Source: an optimization exercise on an open RTL-to-GDS flow (aim: small area, a short achievable clock period and few clock cycles per item). Production flows keep margins and buffers that such runs may drop. No functional check of the RTL was part of any run shown here.

==> flow/design.v (outline; a module is shown in full before it is edited, if it fits) <==
// module dnn_fa: 11 lines
// module dnn_ha: 9 lines
// module configurable_dnn_accelerator: 2336 lines
module configurable_dnn_accelerator (
    input clk,
    input rst_n,
    input start,
    input load_params,
    input [7:0] param_data,
    input [3:0] param_addr,       
    input param_valid,
    input [7:0] input_data_0,
    input [7:0] input_data_1,
    input [7:0] input_data_2,
    input [7:0] input_data_3,
    output [15:0] output_data_0,
    output [15:0] output_data_1,
    output reg done,
    output reg valid,
    output reg params_loaded
);
  // ...
==> flow/flow/run.sh <==
#!/bin/bash
# Layout: the standard flow (standard.sh, unchanged synthesis, floorplan,
# power grid, placement, CTS and routing), with one change: the port buffers
# that global placement inserts are sky130_fd_sc_hd__buf_4 cells.  Left to
# itself buffer_ports picks clkdlybuf4s50_1, a delay cell, and the timing
# repair (footprint-matched on sky130hd) cannot swap it for a faster buffer.
# Every input and output port still gets its buffer.
set -euo pipefail
export BUFFER_PORTS_ARGS="-buffer_cell sky130_fd_sc_hd__buf_4"
bash standard.sh > standard.log 2>&1
==> flow/standard.sh <==
#!/bin/bash
# synth_recipe.tcl (not shown) runs the flow's synth.tcl, then flattens the netlist and writes it again
# the make line also repeats each setting of config.mk as NAME=value (left out here)
make -C /OpenROAD-flow-scripts/flow DESIGN_CONFIG=/design/flow/config.mk WORK_HOME=/design/flow/orfs CLKGATE_MAP_FILE= SYNTH_SCRIPT=/design/flow/synth_recipe.tcl "${@:-finish}"
==> flow/config.mk <==
export PLATFORM = sky130hd
export DESIGN_NAME = configurable_dnn_accelerator
export DESIGN_NICKNAME = configurable_dnn_accelerator
export VERILOG_FILES = /design/flow/design.v
export SDC_FILE = /design/flow/constraint.sdc
export NUM_CORES = 4
export LEC_CHECK = 0
export ABC_CLOCK_PERIOD_IN_PS = 6000
export CAP_MARGIN = 0
export CORE_MARGIN = 2
export CORE_UTILIZATION = 40
export SETUP_SLACK_MARGIN = 1.0
export SLEW_MARGIN = 0
export SYNTH_HIERARCHICAL = 1
==> flow/constraint.sdc <==
create_clock -name core_clock -period 9.0 [get_ports {clk}]
set_input_delay 1.8000 -clock core_clock [delete_from_list [all_inputs] [get_ports {clk}]]
set_output_delay 1.8000 -clock core_clock [all_outputs]
set_load 0.01 [all_outputs]
==> metrics.cfg, run 1 <==
[status]
status = no timing/DRC/antenna violations

[global_route]
grt_use_met3 = 0.0569

[sta]
period_minus_slack_ns = 8.09
finalWorstSetupSlack_ns = 0.909
slew_headroom = 0.277
whs_ns = 0.492
hold_viol_final = 0
worstMarginPinSlew_ns = 1.09
rsz0062_at_grt = yes

[yosys]
synth_top_family_by_area = adder cells
synth_area_leaders = fa_1 (56%), edfxtp_1 (20%), nand2_1 (10%)
synth.largest_area_cell = fa_1
yosys.area_share.adder = 0.597
yosys.area_share.simple = 0.143
yosys-top-cells-count = fa_1 (1068), nand2_1 (1047), edfxtp_1 (249)
ys_seq_area_frac = 0.200

[final_layout]
nNetsFinal = 4473
nonClkBufAreaFrac = 0.0463
nFillCells = 8711
instances_no_fill = 4526
syn2layout_area_growth_pct = 10.2
dominant_cells = multi-input combinational cells
largest_reg_flops = 224

[worst_setup_path]
max_stage_delay_ns = 0.56
cp.depth = 18
reg2regPathDepth = 16
critPathLaunch = h0[0]$_SDFFCE_PN0P_

[clocking]
clkSinkCount = 257
cts_tree = done

[min_path]
hold_path.class = reg2reg
hold_path_depth = 0

[routing]
avgViaCountPerCell = 5.58

[placement]
place_area_um2 = 39900

==> inputs of run 2 (changes only) <==
--- a/flow/design.v
+++ b/flow/design.v
@@ -13,16 +13,33 @@
     input  a,
     input  b,
     output s,
     output co
 );
     assign s  = a ^ b;
     assign co = a & b;
 endmodule
+module dnn_bpp (
+    input  a,
+    input  b,
+    input  one,
+    input  two,
+    input  neg,
+    output y
+);
+    assign y = ~(((a & one) | (b & two)) ^ neg);
+endmodule
+module dnn_addn (
+    input  [15:0] a,
+    input  [15:0] b,
+    output [15:0] y
+);
+    assign y = ~(a + b);
+endmodule
 module configurable_dnn_accelerator (
     input clk,
     input rst_n,
     input start,
     input load_params,
     input [7:0] param_data,
     input [3:0] param_addr,       
     input param_valid,
@@ -1978,17 +1995,18 @@
     wire out0_s1841, out0_c1842;
     dnn_fa uout0_s1841 (.a(out0_c1778), .b(out0_s1813), .c(out0_c1812), .s(out0_s1841), .co(out0_c1842));
     wire out0_s1843, out0_c1844;
     dnn_fa uout0_s1843 (.a(out0_c1782), .b(out0_s1815), .c(out0_c1814), .s(out0_s1843), .co(out0_c1844));
     wire out0_s1845, out0_c1846;
     dnn_fa uout0_s1845 (.a(out0_s1817), .b(out0_c1786), .c(out0_c1816), .s(out0_s1845), .co());
     wire [15:0] out0_ra = {out0_s1845, out0_s1843, out0_s1841, out0_s1839, out0_c1836, out0_c1834, out0_c1832, out0_c1830, out0_c1828, out0_c1826, out0_c1824, out0_c1822, out0_c1820, out0_s1819, out0_c1788, ~(h2[0] & w2_2[0])};
     wire [15:0] out0_rb = {out0_c1844, out0_c1842, out0_c1840, out0_c1838, out0_s1837, out0_s1835, out0_s1833, out0_s1831, out0_s1829, out0_s1827, out0_s1825, out0_s1823, out0_s1821, 1'b1, out0_s1789, out0_s1787};
-    wire [15:0] out0 = ~(out0_ra + out0_rb);
+    wire [15:0] out0;
+    dnn_addn uout0_add (.a(out0_ra), .b(out0_rb), .y(out0));
     wire out1_s1847, out1_c1848;
     dnn_fa uout1_s1847 (.a(b2n_1[6]), .b(~(h0[6] & w2_3[0])), .c(~(h0[5] & w2_3[1])), .s(out1_s1847), .co(out1_c1848));
     wire out1_s1849, out1_c1850;
     dnn_fa uout1_s1849 (.a(~(h0[4] & w2_3[2])), .b(~(h0[3] & w2_3[3])), .c(~(h0[2] & w2_3[4])), .s(out1_s1849), .co(out1_c1850));
     wire out1_s1851, out1_c1852;
     dnn_fa uout1_s1851 (.a(b2n_1[7]), .b(~(h0[7] & w2_3[0])), .c(~(h0[6] & w2_3[1])), .s(out1_s1851), .co(out1_c1852));
     wire out1_s1853, out1_c1854;
     dnn_fa uout1_s1853 (.a(~(h0[5] & w2_3[2])), .b(~(h0[4] & w2_3[3])), .c(~(h0[3] & w2_3[4])), .s(out1_s1853), .co(out1_c1854));
@@ -2345,12 +2363,13 @@
     wire out1_s2205, out1_c2206;
     dnn_fa uout1_s2205 (.a(out1_c2142), .b(out1_s2177), .c(out1_c2176), .s(out1_s2205), .co(out1_c2206));
     wire out1_s2207, out1_c2208;
     dnn_fa uout1_s2207 (.a(out1_c2146), .b(out1_s2179), .c(out1_c2178), .s(out1_s2207), .co(out1_c2208));
     wire out1_s2209, out1_c2210;
     dnn_fa uout1_s2209 (.a(out1_s2181), .b(out1_c2150), .c(out1_c2180), .s(out1_s2209), .co());
     wire [15:0] out1_ra = {out1_s2209, out1_s2207, out1_s2205, out1_s2203, out1_c2200, out1_c2198, out1_c2196, out1_c2194, out1_c2192, out1_c2190, out1_c2188, out1_c2186, out1_c2184, out1_s2183, out1_c2152, ~(h2[0] & w2_5[0])};
     wire [15:0] out1_rb = {out1_c2208, out1_c2206, out1_c2204, out1_c2202, out1_s2201, out1_s2199, out1_s2197, out1_s2195, out1_s2193, out1_s2191, out1_s2189, out1_s2187, out1_s2185, 1'b1, out1_s2153, out1_s2151};
-    wire [15:0] out1 = ~(out1_ra + out1_rb);
+    wire [15:0] out1;
+    dnn_addn uout1_add (.a(out1_ra), .b(out1_rb), .y(out1));
     assign output_data_0 = out0;
     assign output_data_1 = out1;
 endmodule
==> run 2 against run 1 <==
Clock skew is 0.028 ns lower. Count of clock-buffer cells in the layout unchanged. Largest cell class unchanged. Synthesized cell count increased by 3.5%. Via count rose by 4.0%. Design area up 2.3%. Register-to-register slack better by 0.12 ns. Die area rose by 2.0%. Sequential cell count unchanged. Maximum frequency up 2.3%.
==> metrics.cfg, run 2 <==
[yosys]
async_flop_share = 0.0311  ; unchanged
synth_edf_count = 249  ; unchanged
synthCells = 3307  ; was 3194
synth_area_um2 = 39100  ; was 38300 µm²
synth_top_area_frac = 0.547  ; was 0.558
synth.largest_area_cell = fa_1  ; unchanged
synth_area_leaders = fa_1 (55%), edfxtp_1 (19%), nand2_1 (10%)  ; was fa_1 (56%), edfxtp_1 (20%), nand2_1 (10%)
yosys-top-cells-count = fa_1 (1068), nand2_1 (1056), edfxtp_1 (249)  ; was fa_1 (1068), nand2_1 (1047), edfxtp_1 (249)
ys.flop_type = edfxtp_1  ; unchanged
ys_ff_latch = 257  ; unchanged
ys_seq_area_frac = 0.196  ; was 0.200
synth_most_common_cell = fa_1  ; unchanged
synth_cell_types = 68  ; was 60
postSynthAreaPerCell_um2 = 11.8  ; was 12.0 µm²
synth-warning-count = 8  ; unchanged

[clocking]
cts_buffers = 34  ; was 30
clock_latency_ns = 0.57  ; was 0.65 ns
clkSinkCount = 257  ; unchanged
cts_tree = done  ; unchanged
clk_pin_slew_worst_paths_ns = 0.06  ; about the same
cts_buffer_depth = 3  ; unchanged
htree_levels = 2  ; was 1
clock-root-buffer = clkbuf_16  ; unchanged

[floorplan]
start_util = 0.404  ; was 0.403
core-area_um2 = 96700  ; was 95000 µm²
die_w_um = 317  ; was 314 µm
die_h_um = 317  ; was 314 µm
io_pins = 84  ; unchanged
num_rows = 114  ; was 113
dieArea_um2 = 100000  ; was 98300 µm²

[worst_setup_path]
crit_arrival_ns = 6.11  ; was 6.29 ns
r2r-end = h1[7]$_SDFFCE_PN0P_  ; was h2[6]$_SDFFCE_PN0P_
worstPathRequired_ns = 7.20  ; about the same
cp-start-kind = flip-flop  ; unchanged
r2r-start = p[4][4]$_DFFE_PP_  ; was p[8][1]$_DFFE_PP_
critPathKind = reg2out  ; unchanged
critPathLaunch = p[15][5]$_DFFE_PP_  ; was h0[0]$_SDFFCE_PN0P_
path_max_fanout = 5  ; was 4
worstSetupEndpoint = output_data_1[15]  ; unchanged
reg2regPathDepth = 16  ; unchanged
crit_path_end_kind = primary output  ; unchanged
r2r_slack_ns = 2.32  ; was 2.20 ns

[routing]
routed_wl_um = 117000  ; was 112000 µm
dr.pass1.iters = 5  ; unchanged
avgViaCountPerCell = 5.66  ; was 5.58
num_vias = 26287  ; was 25274
ant_nets = 0  ; unchanged
routedWlPerCell_um = 25.2  ; was 24.8 µm
route.detailed.drc = 0  ; unchanged
first_iter_violations = 2362  ; was 2385

[final_layout]
final_util = 0.447  ; was 0.444
fin_area_um2 = 43200  ; was 42200 µm²
final_common_cell = fa_1  ; unchanged
final_cell_mix = fa_1 (1054), nand2_1 (1053), edfxtp_1 (249), buf_4 (205), and2_1 (146)  ; was fa_1 (1047), nand2_1 (1045), edfxtp_1 (249), buf_4 (206), and2_1 (144)
regMostFlops = p  ; unchanged
largest_reg_flops = 224  ; unchanged
insertedDiodeCount = 0  ; was 2
syn2layout_area_growth_pct = 10.5  ; was 10.2%
layout-drive-gt1-share = 0.104  ; about the same
nFillCells = 8863  ; was 8711
nNetsFinal = 4588  ; was 4473
multi_input_area_um2 = 30700  ; was 30000 µm²
final-seq-area_um2 = 7680  ; unchanged

[sta]
skew_ns = 0.0239  ; was 0.0524 ns
period_minus_slack_ns = 7.91  ; was 8.09 ns
slew_violations = 0  ; unchanged
max_clock_freq_mhz = 126  ; was 124 MHz
slew_headroom = 0.376  ; was 0.277
setup_viol = 0  ; unchanged
period_share = 0.879  ; was 0.899
hold_viol_final = 0  ; unchanged
finalWorstSetupSlack_ns = 1.09  ; was 0.909 ns
rsz0062_at_grt = yes  ; unchanged
worstMarginPinSlew_ns = 0.937  ; was 1.09 ns
setup_tns_ns = 0  ; unchanged

[run]
cap_violations = 0  ; unchanged

[placement]
place_area_um2 = 40600  ; was 39900 µm²
hpwl_um = 87100  ; was 83700 µm
finalWeightedCongestion = 0.893  ; was 0.934
io_buffers = 79  ; unchanged
place_worst_setup_slack_ns = 0.870  ; was 0.689 ns

[min_path]
hold_path_depth = 0  ; unchanged
hold_path.class = reg2reg  ; unchanged

[global_route]
gr-usage-all-layers = 0.240  ; was 0.238
antenna_found_initial = 2  ; was 1
grt_max_degree = 139  ; was 135
grt_pass1_wl_um = 178000  ; was 174000 µm
grt_overflow = 0  ; unchanged
grt_pass1_vias = 28798  ; was 27805

[status]
status = no timing/DRC/antenna violations  ; unchanged

[run 2: changes by cell type after synthesis, moves of 6 or more]
cell | before | now
nor3_1 | 12 | 20
a21oi_1 | 35 | 51
xnor2_1 | 27 | 20
clkbuf_1 | 132 | 142
buf_1 | 86 | 77
nand2_1 | 1047 | 1056
inv_1 | 20 | 36
a21oi_2 | 0 | 10
or3_1 | 1 | 7
[run 2: per-stage QoR]
stage | hold slack (ns) | instances
finish | 0.497 | 4648
global route | 0.521 | 4648
CTS | 0.502 | 4615
detailed placement | 0.482 | 4465
global placement | 0.481 | 4465
floorplan | 0.424 | 3308
[run 2: how the worst min path moves through the flow]
stage | endpoint | start | slack, ns
final | p[19][3]$_DFFE_PP_ | p[20][3]$_DFFE_PP_ | 0.50
after global routing | p[21][0]$_DFFE_PP_ | p[22][0]$_DFFE_PP_ | 0.52
after CTS | p[21][0]$_DFFE_PP_ | p[22][0]$_DFFE_PP_ | 0.50
after detailed placement | p[21][0]$_DFFE_PP_ | p[22][0]$_DFFE_PP_ | 0.48
after global placement | p[19][3]$_DFFE_PP_ | p[20][3]$_DFFE_PP_ | 0.48
after floorplan | p[0][0]$_DFFE_PP_ | p[1][0]$_DFFE_PP_ | 0.42
[run 2: cells by family after synthesis]
logic type,Yosys count,synth area share
DFF,257,0.196
and+or+nand+nor,1354,0.145
other,1,0.0000960
adders and majority gates,1190,0.586
AOI/OAI and AO/OA,204,0.0376
buffers and inverters,258,0.0249
xor gates and xnor gates,43,0.00964
[run 2: Yosys stat by module, one instance, submodules excluded]
module / cells / copies in the design
dnn_ha: 1 / 41
configurable_dnn_accelerator: 1976 / 1
dnn_addn: 113 / 2
dnn_fa: 1 / 1064
[run 2: critical path, stage by stage (launching register included)]
cell       delay, ns
edfxtp_1        0.53
nand2_2         0.11
fa_2            0.41
fa_1            0.56
fa_1            0.45
fa_1            0.52
fa_2            0.39
fa_1            0.63
fa_2            0.49
ha_4            0.33
and4_4          0.27
nand3_4         0.09
a21oi_4         0.23
o2111ai_2       0.12
a311o_1         0.28
buf_4           0.15
[run 2: routing by layer]
layer / GRT usage / wire (µm) / vias up / share of wire
met5: 0 / 0 / - / 0
met4: 0.0808 / 4210 / 0 / 0.036
met3: 0.0440 / 10400 / 247 / 0.089
met2: 0.389 / 55700 / 1438 / 0.48
met1: 0.326 / 46600 / 14037 / 0.40
li1: - / - / 10565 / -
[run 2: cell type report]
type	count	share of cell area
clock buffers	34	0.0197
clock inverters	25	0.00675
inverters	36	0.00330
multi-input cells	2793	0.710
flip-flops and latches	257	0.178
well taps	1276	0.0370
repair buffers	227	0.0456
[run 2: repair_timing]
item | in CTS | in global routing
endpoints found under the setup margin | 12 | 10
setup buffers | 91 | 33
pin swaps | 0 | 17
gates resized for setup | 9 | 39
hold buffers | 0 | 0

==> re-timing with driven ports <==
How much do the figures lean on ideal ports? The routed layouts below were timed once more, with nothing changed but the port constraints.
Step 1 sets driving cells, clkbuf_16 on the clock port and buf_2 on the other inputs (assumed; they add their load-dependent delay and slew).
Step 2 also shifts input and output timing later by t, the mid clock arrival at the registers, as if the neighbouring blocks saw the same clock.
Three values: ideal, step 1, step 2; two values: the first two.
run	t, ns	slack for setup (ns)	worst register clock-pin slew, ns
run 1	0.686	0.909 / 0.840 / 0.595	0.08 / 0.08
run 2	0.625	1.090 / 1.026 / 0.800	0.07 / 0.07
After both steps setup and hold are still met in every run listed. For run 1, which loses most, drivers alone change the setup slack by -0.069 ns; drivers and shift together by -0.314 ns.
